What follows belongs to an exercise in optimizing a design on an open flow for small area and a short achievable clock period; a production flow would make more cautious choices.
No run shown here included a check of the RTL's function; only the layout flow was run.

## flow/design.v (module list and top-level ports; edited modules follow where they fit)
// module ALU_ACC: 75 lines
// module mul16: 305 lines
// module div16: 675 lines
// module BR: 23 lines
// module IR: 23 lines
// module MAR: 28 lines
// module MBR: 33 lines
// module PC: 27 lines
// module bitcruncher_dp: 75 lines
module bitcruncher_dp(
    input         clk,
    input         rst_n,
    input  [21:0] ctrl,             
    input  [15:0] MBR_in_memory,
    output [7:0]  MAR_out_memory,
    output [15:0] MBR_out_memory,
    output [7:0]  IR_out,
    output [3:0]  ALUflags
    );
  // ...
==> flow/flow/run.sh <==
#!/bin/bash
# The standard layout, with the standard synthesis, but with timing repair
# aiming for 26 ns of setup slack instead of 0 (the clock period and the
# constraints are the design's own). Each step's output goes to its own log.
set -euo pipefail
bash standard.sh synth > synth.log 2>&1
bash standard.sh SETUP_SLACK_MARGIN=26 finish > layout.log 2>&1
==> flow/standard.sh <==
#!/bin/bash
# synth_recipe.tcl (not shown) runs the flow's synth.tcl, then flattens the netlist and writes it again
# the make line also repeats each setting of config.mk as NAME=value (left out here)
make -C /OpenROAD-flow-scripts/flow DESIGN_CONFIG=/design/flow/config.mk WORK_HOME=/design/flow/orfs CLKGATE_MAP_FILE= SYNTH_SCRIPT=/design/flow/synth_recipe.tcl "${@:-finish}"
==> flow/config.mk <==
export PLATFORM = sky130hd
export DESIGN_NAME = bitcruncher_dp
export DESIGN_NICKNAME = bitcruncher_dp
export VERILOG_FILES = /design/flow/design.v
export SDC_FILE = /design/flow/constraint.sdc
export NUM_CORES = 4
export LEC_CHECK = 0
export ABC_AREA = 1
export CAP_MARGIN = 20
export CORE_MARGIN = 2
export CORE_UTILIZATION = 40
export SLEW_MARGIN = 20
==> flow/constraint.sdc <==
create_clock -name core_clock -period 40.0 [get_ports {clk}]
set_input_delay 8.0000 -clock core_clock [delete_from_list [all_inputs] [get_ports {clk}]]
set_output_delay 8.0000 -clock core_clock [all_outputs]
set_load 0.01 [all_outputs]
==> qor.csv, run 1 <==
stage,metric,value,unit
worst_setup_path,CP Launch Type,register,
synthesis,share of synthesized registers carrying an async set or reset,82.6,%
clocking,CTS H-tree depth,3,
floorplan,Initial Util,40.7,%
finish,fin nets,3396,
worst_setup_path,reg2reg start,u_BR.BRr[4],
worst_setup_path,CP arrival,13.42,ns
finish,Seq/total area,10.4,%
worst_setup_path,"most used cell, CP",nand2_1,
worst_setup_path,"Largest stage delay, worst path",0.37,ns
worst_setup_path,Crit-path slowest cell,fa_1,
clocking,hold-fix buffers at CTS,0,
worst_setup_path,worst reg2reg path endpoint,u_ALU_ACC.ACC[0],
synthesis,commonest cells in the netlist,"nand2_1 (543), inv_1 (429), ha_1 (309)",
finish,multi-input combinational area share,70.7,%
synthesis,post-synthesis register bit count,92,
synthesis,top cell type's share of synthesized area,18.9,%
timing,sum of negative setup slack,0,ns
synthesis,main combinational cell family by area after synthesis,adder cells,
worst_setup_path,critical path class,register to register,
synthesis,Netlist cell types,69,
timing,Max Slew Vio Count,0,
routing,DRC,0,
outcome,status,"complete, no violations",
==> run 2, diff against run 1 <==
==> flow/flow/run.sh (replaced) <==
#!/bin/bash
# The standard layout, with the standard synthesis, changed in two ways (the
# clock period and the constraints are the design's own):
#  - timing repair aims for 27 ns of setup slack instead of 0;
#  - after synthesis the delay cells (clkdlybuf4s*, dlygate*, dlymetal*) are
#    added to the platform's don't-use list, so the port buffers that
#    placement inserts are plain buffers instead of delay buffers.
# Each step's output goes to its own log.
set -euo pipefail
bash standard.sh synth > synth.log 2>&1
DONT_USE="sky130_fd_sc_hd__lpflow_bleeder_1 sky130_fd_sc_hd__lpflow_clkbufkapwr_1 sky130_fd_sc_hd__lpflow_clkbufkapwr_16 sky130_fd_sc_hd__lpflow_clkbufkapwr_2 sky130_fd_sc_hd__lpflow_clkbufkapwr_4 sky130_fd_sc_hd__lpflow_clkbufkapwr_8 sky130_fd_sc_hd__lpflow_clkinvkapwr_1 sky130_fd_sc_hd__lpflow_clkinvkapwr_16 sky130_fd_sc_hd__lpflow_clkinvkapwr_2 sky130_fd_sc_hd__lpflow_clkinvkapwr_4 sky130_fd_sc_hd__lpflow_clkinvkapwr_8 sky130_fd_sc_hd__lpflow_decapkapwr_12 sky130_fd_sc_hd__lpflow_decapkapwr_3 sky130_fd_sc_hd__lpflow_decapkapwr_4 sky130_fd_sc_hd__lpflow_decapkapwr_6 sky130_fd_sc_hd__lpflow_decapkapwr_8 sky130_fd_sc_hd__lpflow_inputiso0n_1 sky130_fd_sc_hd__lpflow_inputiso0p_1 sky130_fd_sc_hd__lpflow_inputiso1n_1 sky130_fd_sc_hd__lpflow_inputiso1p_1 sky130_fd_sc_hd__lpflow_inputisolatch_1 sky130_fd_sc_hd__lpflow_isobufsrc_1 sky130_fd_sc_hd__lpflow_isobufsrc_16 sky130_fd_sc_hd__lpflow_isobufsrc_2 sky130_fd_sc_hd__lpflow_isobufsrc_4 sky130_fd_sc_hd__lpflow_isobufsrc_8 sky130_fd_sc_hd__lpflow_isobufsrckapwr_16 sky130_fd_sc_hd__lpflow_lsbuf_lh_hl_isowell_tap_1 sky130_fd_sc_hd__lpflow_lsbuf_lh_hl_isowell_tap_2 sky130_fd_sc_hd__lpflow_lsbuf_lh_hl_isowell_tap_4 sky130_fd_sc_hd__lpflow_lsbuf_lh_isowell_4 sky130_fd_sc_hd__lpflow_lsbuf_lh_isowell_tap_1 sky130_fd_sc_hd__lpflow_lsbuf_lh_isowell_tap_2 sky130_fd_sc_hd__lpflow_lsbuf_lh_isowell_tap_4 sky130_fd_sc_hd__probe_p_8 sky130_fd_sc_hd__probec_p_8 sky130_fd_sc_hd__clkdlybuf4s15_1 sky130_fd_sc_hd__clkdlybuf4s15_2 sky130_fd_sc_hd__clkdlybuf4s18_1 sky130_fd_sc_hd__clkdlybuf4s18_2 sky130_fd_sc_hd__clkdlybuf4s25_1 sky130_fd_sc_hd__clkdlybuf4s25_2 sky130_fd_sc_hd__clkdlybuf4s50_1 sky130_fd_sc_hd__clkdlybuf4s50_2 sky130_fd_sc_hd__dlygate4sd1_1 sky130_fd_sc_hd__dlygate4sd2_1 sky130_fd_sc_hd__dlygate4sd3_1 sky130_fd_sc_hd__dlymetal6s2s_1 sky130_fd_sc_hd__dlymetal6s4s_1 sky130_fd_sc_hd__dlymetal6s6s_1 "
bash standard.sh SETUP_SLACK_MARGIN=27 "DONT_USE_CELLS=$DONT_USE" finish > layout.log 2>&1
==> qor.csv, run 2 <==
stage,metric,value,unit,change
outcome,status,"complete, no violations",,unchanged
worst_setup_path,crit path max fanout,14,,was 21
global_route,gr usage total,29.1,%,was 28.1%
placed_design,"Cell Area, Placed",21400,sq um,was 22000 sq um
timing,Final min period,12.35,ns,was 13.15 ns
routing,Vias per Instance,5.63,,was 5.60
routing,drt pass-1 iters,8,,was 6
synthesis,post-synthesis register bit count,92,,unchanged
clocking,hold-fix buffers at CTS,0,,unchanged
synthesis,post-synthesis cell count,2880,,unchanged
global_route,initial antenna violation count,1,,was 0
clocking,CTS Buf Count,9,,unchanged
worst_setup_path,Worst Path Required,40.32,ns,was 40.27 ns
floorplan,Initial Util,40.7,%,unchanged
worst_setup_path,Worst Setup SP,u_BR.BRr[0],,was u_BR.BRr[4]
timing,Worst Skew,0.0303,ns,was 0.0177 ns
synthesis,synth top area cells,"ha_1 (19%), nand2_1 (10%), dfrtp_1 (9.3%), inv_1 (7.9%), fa_1 (7.7%)",,unchanged
global_route,first-pass GRT wire length,120000,microns,was 116000 microns
clocking,CTS H-tree depth,3,,unchanged
floorplan,core box area,50300,sq um,unchanged
floorplan,# rows,82,,unchanged
timing,pin slew with the least headroom to its limit,1.29,ns,was 1.20 ns
finish,footprint of the multi-input gates,16600,sq um,was 16200 sq um
worst_setup_path,critical path class,register to register,,unchanged
routing,DRC,0,,unchanged
placed_design,DP Worst Slack,24.38,ns,was 24.55 ns
worst_setup_path,CP Launch Type,register,,unchanged
synthesis,Synth area leader,ha_1,,unchanged
timing,endpoints failing setup,0,,unchanged
timing,unrepaired setup endpoints after global routing,false,,unchanged
worst_setup_path,critical path capture point type,register,,unchanged
floorplan,I/O Pins,76,,unchanged
finish,filler instances,5122,,was 5110
routing,WL final,79900,microns,was 75500 microns
placed_design,port bufs,72,,unchanged
worst_setup_path,"most used cell, CP",nand2_1,,unchanged
job,Max-Cap Viols,0,,unchanged
finish,fin nets,3513,,was 3396
worst_setup_path,Crit path max-delay family,simple AND/OR/NAND/NOR gates,,unchanged
synthesis,share of synthesized registers carrying an async set or reset,82.6,%,unchanged
finish,"commonest non-fill, non-tap cell in the layout",nand2_1,,unchanged
finish,total area of sequential cells,2410,sq um,was 2390 sq um
synthesis,Synth Flop Type,dfrtp_1,,unchanged
min_path,HP Class,register to register,,unchanged
routing,wire length per cell,21.2,microns,was 20.7 microns
timing,Max Slew Vio Count,0,,unchanged
routing,Antenna Nets Post-Route,0,,unchanged
synthesis,yosys warns,6,,unchanged
placed_design,GPL Wtd Cong,1.02,,was 0.978
timing,WHS,0.500,ns,about the same
clocking,Worst-path clk slew,0.10,ns,was 0.09 ns
floorplan,Die Ht,230,microns,unchanged
finish,Area growth syn-to-layout,13.7,%,was 11.7%
synthesis,post-synthesis sequential area ratio,11.6,%,unchanged
routing,detailed-route via count,21200,,was 20400
synthesis,Synth Net Count,3308,,unchanged
floorplan,Die X,230,microns,unchanged
routing,First DRT Iteration DRCs,2048,,was 1815
placed_design,Detailed Place HPWL,59000,microns,was 56700 microns
finish,most frequent cells in the layout,"nand2_1 (525), inv_1 (409), ha_1 (305)",,"was nand2_1 (537), inv_1 (420), ha_1 (307)"
global_route,GRT overflow,0,,unchanged
timing,final worst slack,27.65,ns,was 26.85 ns
clocking,Worst-Skew Late Latency,0.39,ns,was 0.37 ns
synthesis,"Avg Cell Area, Syn",7.10,sq um,unchanged
finish,Finished Cell Area,23300,sq um,was 22800 sq um
timing,sum of negative setup slack,0,ns,unchanged
global_route,vias in the first global route,20200,,was 19900
timing,period utilization,30.9,%,was 32.9%
synthesis,Post-Syn Area,20500,sq um,unchanged
synthesis,top cell type's share of synthesized area,18.9,%,unchanged
floorplan,die area,53000,sq um,unchanged
timing,Worst slew margin,12.9,%,was 17.7%
synthesis,Netlist cell types,69,,unchanged
timing,fmax,81.0,MHz,was 76.1 MHz
synthesis,commonest cells in the netlist,"nand2_1 (543), inv_1 (429), ha_1 (309)",,unchanged
global_route,pin count of the biggest net entering global routing,53,,was 57
timing,Fin. Hold Viols,0,,unchanged
finish,ant diodes,0,,unchanged
synthesis,"count leader, synth",nand2_1,,unchanged
worst_setup_path,"Largest stage delay, worst path",0.57,ns,was 0.37 ns
worst_setup_path,number of buffers and inverters on the critical path,14,,was 18
worst_setup_path,Crit-path slowest cell,fa_2,,was fa_1
clocking,Sink Count,92,,unchanged
worst_setup_path,reg2reg start,u_BR.BRr[0],,was u_BR.BRr[4]
worst_setup_path,CP arrival,12.67,ns,was 13.42 ns
synthesis,Post-synth EDFFs,16,,unchanged
clocking,CTS Buffer Depth,2,,unchanged
clocking,CTS root buffer,clkbuf_16,,unchanged
min_path,hold path startpoint,u_ALU_ACC.ALUflags[0],,unchanged
finish,fraction of layout cells with a size suffix above 1,14.6,%,was 11.8%
clocking,CTS tree,done,,unchanged
==> run 2: cell counts after synthesis <==
Identical to the previous run, type by type.
==> run 2: metrics by stage <==
stage | instances | util (%)
6_report | 3762 | 46.3
5_1_grt | 3762 | 46.3
4_1_cts | 3645 | 44.1
3_5_place_dp | 3591 | 42.6
3_3_place_gp | 3591 | 42.6
2_1_floorplan | 2880 | -
==> run 2: path summary, 6_finish.rpt <==
check	to	slack (ns)	depth (start not counted)
worst min register to register	u_ALU_ACC.ALUflags[0]	0.50	2
worst max-delay path	u_ALU_ACC.ACC[1]	27.65	73
worst max register to register	u_ALU_ACC.ACC[1]	27.65	73
min in group asynchronous	u_ALU_ACC.ALUflags[0]	7.68	1
max in group asynchronous	u_IR.IRr[2]	31.10	2
worst min-delay path	u_ALU_ACC.ALUflags[0]	0.50	2
==> run 2: layout make-up <==
| class | count | area share (%) |
|---|---|---|
| clock buffers | 9 | 0.968 |
| clock inverters | 7 | 0.323 |
| inverters | 458 | 7.66 |
| multi-input cells | 2255 | 71.2 |
| flip-flops and latches | 92 | 10.4 |
| well taps | 672 | 3.61 |
| repair buffers | 269 | 5.83 |
==> run 2: layer usage <==
layer / wire [microns] / vias up / global-route usage [%]
met4: 3650 / 0 / 11.4
met3: 6260 / 209 / 4.03
met5: 0 / - / 0
met2: 36800 / 938 / 48.9
li1: - / 9881 / -
met1: 33300 / 10100 / 37.7
==> run 2: what timing repair did <==
action	4_1_cts	5_1_grt
gates resized for setup	76	137
gates cloned	1	3
setup endpoints to repair	4	4
buffers inserted	37	114
pin swaps	9	40
==> run 2: cell families after synthesis <==
family                   Yosys count  synth area share (%)
AO/OA/AOI/OAI                    497                  14.8
XOR/XNOR                         218                  9.33
adder cells (fa/ha/maj)          388                  26.6
buffers and inverters            535                  10.3
flip-flops                        92                  11.6
multiplexers                      12                 0.648
AND/OR/NAND/NOR                 1138                  26.6
==> run 2: tightest hold or removal path, cell delays in order (launching register included) <==
cell,delay (ns)
dfrtp_1,0.36
nand2_1,0.05
nand2_1,0.06

static timing again, ports no longer ideal:
Ports are ideal in the flow. The routed layouts listed here were re-timed in OpenROAD. Step 1, drivers: a clkbuf_16 drives clk and a buf_2 each remaining input, both assumed. Step 2 times the ports against the registers' clock, not the clock port: input delays grow and output delays shrink by t, the midpoint of the rising clock arrivals with the driver on. Three values: ideal, step 1, step 2; two values: the first two.
| run | t (ns) | setup slack, ns | worst setup path after step 2 | slew at the worst register clock pin (ns) |
|---|---|---|---|---|
| run 1 | 0.414 | 26.851 / 26.851 / 26.851 | register to register | 0.09 / 0.09 |
| run 2 | 0.430 | 27.651 / 27.651 / 27.607 | input to register | 0.10 / 0.10 |
After both steps every run listed still meets setup and hold. The setup slack of run 2, which loses most, moves by 0.000 ns with the drivers and by -0.044 ns with both steps.
